What follows belongs to an exercise in optimizing a design on an open flow for small area, a short achievable clock period and few clock cycles per item; a production flow would make more cautious choices. In this exercise RTL edits were held to simulation tests only and were not proved equivalent to the original. Power and IR drop assume default switching activity.

Setup of old:
// divider
module divider #
(
    parameter   [16:0] REGMASK = (17'b1_1111_1111_1111_1100)
)(
    input           i_rstn          ,
    input           i_sclk          ,
    input           i_input_valid   ,
    input   [15:0]  i_dividend      ,
    input   [15:0]  i_divisor       ,
    output          o_output_valid  ,
    output  [15:0]  o_quotient      ,
    output  [15:0]  o_remainder
);
clock: 5.5 ns
lec_check: 0
abc_area: 1
cap_margin: 20
core_margin: 2
core_utilization: 45
cts_cluster_diameter: 80
cts_cluster_size: 30
place_density: 0.6
setup_slack_margin: 3.45
slew_margin: 20
standard.sh (not shown) runs the stock make flow with config.mk's settings and CLKGATE_MAP_FILE= SYNTH_SCRIPT=/design/flow/synth_recipe.tcl, a recipe that flattens the netlist after the stock synthesis.
==> flow/flow/run.sh <==
#!/bin/bash
# Standard synthesis, unchanged; then the standard layout with port buffers
# that the resizer may resize (no footprint matching).
set -e
bash standard.sh synth > synth.log 2>&1
bash standard.sh MATCH_CELL_FOOTPRINT=0 "BUFFER_PORTS_ARGS=-buffer_cell sky130_fd_sc_hd__buf_4" finish > layout.log 2>&1
Testbench counts of old, summed over its fixed seeds: cycles 16,120, items 16,000.
Here is what was changed in the inputs of new compared with old.
-- flow/config.mk --
<<< old, line 15
export SETUP_SLACK_MARGIN = 3.45
>>> new, line 15
export SETUP_SLACK_MARGIN = 3.3
### Flow results
- Summary of new over old: number of CTS-inserted buffers lower; post-route total power fell about 3%.
- Comparing new and old, the higher number of instances resized during post-cts repair was measured on old.

* * *

== rev 12 ==
Another version of the RTL of divider (not shown whole).
Size in the first run: ~68 I/O pins.
export LEC_CHECK = 0
export ABC_AREA = 1
export CAP_MARGIN = 20
export CORE_MARGIN = 2
export CORE_UTILIZATION = 65
export CTS_CLUSTER_DIAMETER = 80
export CTS_CLUSTER_SIZE = 30
export PLACE_DENSITY = 0.75
export SETUP_SLACK_MARGIN = 3.3
export SLEW_MARGIN = 20
create_clock -name core_clock -period 5.5 [get_ports {i_sclk}]
Scripts as last shown in full above: flow/flow/run.sh
Rev 12 | status: complete | timing, DRC, antenna: pass
Testbench counts of rev 12, summed over its fixed seeds: cycles 16,128, items 16,000.
Input-level comparison between rev 13 and rev 12:
diff --git a/flow/config.mk b/flow/config.mk
--- a/flow/config.mk
+++ b/flow/config.mk
@@ -9,8 +9,8 @@
 export CAP_MARGIN = 20
 export CORE_MARGIN = 2
-export CORE_UTILIZATION = 65
+export CORE_UTILIZATION = 45
 export CTS_CLUSTER_DIAMETER = 80
 export CTS_CLUSTER_SIZE = 30
-export PLACE_DENSITY = 0.75
-export SETUP_SLACK_MARGIN = 3.3
+export PLACE_DENSITY = 0.6
+export SETUP_SLACK_MARGIN = 3.0
 export SLEW_MARGIN = 20
--- outcome ---
- Post-route clock period utilization, rev 13 and rev 12: higher on rev 13
- Largest net degree at the start of global routing delta for rev 13 relative to rev 12: 1 lower
- Delta(die area, rev 13 - rev 12) > 0
- Core utilization: lower on rev 13
- | part of the power in combinational logic | lower: rev 13 |
- When rev 13 is set beside rev 12, its internal portion of total power turns out to be 1.1% larger.

* * *

The RTL this note starts from:
==> flow/design.v <==
`timescale 10ns / 100ps
module divider #
(
    parameter   [16:0] REGMASK = (17'b1_1111_1111_1110_1000)
)(
    input           i_rstn          ,
    input           i_sclk          ,
    input           i_input_valid   ,
    input   [15:0]  i_dividend      ,
    input   [15:0]  i_divisor       ,
    output          o_output_valid  ,
    output  [15:0]  o_quotient      ,
    output  [15:0]  o_remainder
);
    wire    [15:0]  w_rem [0:16];
    wire    [15:0]  w_aq  [0:16];    
    wire    [15:0]  w_dvs [0:16];
    wire    [16:0]  w_vld;
    wire    [15:0]  s_rem [0:16];
    wire    [15:0]  s_aq  [0:16];
    wire    [15:0]  s_dvs [0:16];
    wire    [16:0]  s_vld;
    assign w_rem[0] = 16'd0;
    assign w_aq[0]  = i_dividend;
    assign w_dvs[0] = i_divisor;
    assign w_vld[0] = i_input_valid;
    genvar k;
    generate for (k = 0; k <= 16; k = k + 1) begin : stage
        if (k >= 1) begin : row
            wire    [k-1:0] x  = (k == 1) ? s_aq[k-1][15] : {s_rem[k-1][k-2 >= 0 ? k-2 : 0:0], s_aq[k-1][15]};
            wire    [k-1:0] bl = s_dvs[k-1][k-1:0];
            localparam integer L = 7;                  
            wire    [k-1:0] gi = x & ~bl;            
            wire    [k-1:0] ti = x | ~bl;            
            wire    [k-1:0] gg [0:L];
            wire    [k-1:0] pp [0:L];
            assign gg[0] = {gi[k-1:1], 1'b1};
            assign pp[0] = {ti[(k > 1 ? k-2 : 0):0], 1'b0};
            genvar l, j;
            for (l = 0; l < L; l = l + 1) begin : lvl
                for (j = 0; j < k; j = j + 1) begin : bt
                    localparam integer s  = (l < 4) ? l : 6 - l;
                    localparam integer ok = (l < 4) ? ((j + 1) % (2 << s) == 0)
                                                    : ((j + 1) % (2 << s) == (1 << s) && j >= (2 << s));
                    if (ok) begin : comb
                        localparam integer m = j - (1 << s);
                        assign gg[l+1][j] = gg[l][j] | (pp[l][j] & gg[l][m]);
                        assign pp[l+1][j] = pp[l][j] & pp[l][m];
                    end else begin : pass
                        assign gg[l+1][j] = gg[l][j];
                        assign pp[l+1][j] = pp[l][j];
                    end
                end
            end
            wire    [k:0]   c  = {ti & gg[L], 1'b1};
            wire            hz = (k == 16) ? 1'b1 : ~|(s_dvs[k-1] >> k);
            wire            q  = hz & c[k];
            wire    [k-1:0] r  = x ^ ({k{q}} & ~(bl ^ c[k-1:0]));
            assign w_rem[k] = {{(16-k){1'b0}}, r};
            assign w_aq[k]  = {s_aq[k-1][14:0], q};
            assign w_dvs[k] = s_dvs[k-1];
            assign w_vld[k] = s_vld[k-1];
        end
        if (REGMASK[k]) begin : pipe
            reg         r_vld;
            reg [15:0]  r_aq;
            always @(posedge i_sclk or negedge i_rstn)
                if (!i_rstn) r_vld <= 1'b0;
                else         r_vld <= w_vld[k];
            always @(posedge i_sclk)
                r_aq <= w_aq[k];
            assign s_vld[k] = r_vld;
            assign s_aq[k]  = r_aq;
            if (k >= 1) begin : rem
                reg [k-1:0] r_rem;
                always @(posedge i_sclk)
                    r_rem <= w_rem[k][k-1:0];
                assign s_rem[k] = {{(16-k){1'b0}}, r_rem};
            end else begin : norem
                assign s_rem[k] = 16'd0;
            end
            if (k < 16) begin : dvs
                reg [15:0] r_dvs;
                always @(posedge i_sclk)
                    r_dvs <= w_dvs[k];
                assign s_dvs[k] = r_dvs;
            end else begin : nodvs
                assign s_dvs[k] = 16'd0;
            end
        end else begin : thru
            assign s_vld[k] = w_vld[k];
            assign s_aq[k]  = w_aq[k];
            assign s_rem[k] = w_rem[k];
            assign s_dvs[k] = w_dvs[k];
        end
    end
    endgenerate
    assign o_output_valid = s_vld[16];
    assign o_quotient     = s_aq[16];
    assign o_remainder    = s_rem[16];
endmodule
clock: 5.5 ns
lec_check: 0
abc_area: 1
cap_margin: 20
core_margin: 2
core_utilization: 45
cts_cluster_diameter: 80
cts_cluster_size: 30
gpl_timing_driven: 0
place_density: 0.6
setup_slack_margin: 3.3
slew_margin: 20
Scripts as last shown in full above: flow/flow/run.sh
Testbench counts at the start, summed over its fixed seeds: cycles 16,104, items 16,000.
Change:
CORE_UTILIZATION = 55   (was 45)
GPL_TIMING_DRIVEN = unset   (was 0)
PLACE_DENSITY = 0.7   (was 0.6)
Synthesized area does not change.
First-iteration DRC count grows by 6.8%.
Sequential power hardly moves.
Change:
CORE_UTILIZATION = 45   (was 55)
PLACE_DENSITY = 0.6   (was 0.7)
Effect: Final cell count climbs by 5.0%. Worst setup slack gets worse by 5.4 ps. Non-clock buffer count drops by 4. Power rises by 4.6%. Global-route usage came out lower by 2.7 points. Cell area came out higher by about 1.4%.
Change:
CTS_CLUSTER_DIAMETER = 70   (was 80)
CTS_CLUSTER_SIZE = 24   (was 30)
GPL_TIMING_DRIVEN = 0   (was unset)
The new run finished with timing, DRC and antenna clean; cell count is about the same; flip-flop and latch count does not change; cell area increases by 0.39%; worst setup slack loses 5.1 ps; fmax hardly moves; global-route usage rose by 0.35 points.

## port drivers added, routing unchanged
How much do the figures lean on ideal ports? The routed layouts below were timed once more, with nothing changed but the port constraints. Step 1 (the two cells are an assumption about what drives the block):
set clk [get_ports {i_sclk}]
set_driving_cell -lib_cell sky130_fd_sc_hd__clkbuf_16 $clk
set_driving_cell -lib_cell sky130_fd_sc_hd__buf_2 [delete_from_list [all_inputs] $clk]
Step 2 moves the port delays by t, midway between the first and last clock arrival at a register: inputs arrive t later, outputs are due t later. That takes back most of the time a late clock gives input paths. Slacks: ideal ports / drivers / drivers and shift; pairs: ideal ports / drivers.
| run | t, ns | setup WS [ns] | cell pins on the clock port's net |
|---|---|---|---|
| old | 0.625 | 3.314 / 3.263 / 3.128 | 1 |
| new | 0.637 | 3.312 / 3.260 / 2.994 | 1 |
| rev 12 | 0.620 | 3.323 / 3.272 / 3.337 | 1 |
| rev 13 | 0.645 | 3.306 / 3.255 / 3.366 | 1 |
| the first run of note 3 | 0.608 | 3.324 / 3.275 / 2.789 | 1 |
| the second run of note 3 | 0.604 | 3.330 / 3.280 / 2.769 | 1 |
| the third run of note 3 | 0.623 | 3.325 / 3.275 / 2.873 | 1 |
| the fourth run of note 3 | 0.638 | 3.320 / 3.270 / 2.751 | 1 |
After both steps setup and hold are still met in every run listed. For the fourth run of note 3, which loses most, drivers alone change the setup slack by -0.050 ns; drivers and shift together by -0.569 ns.
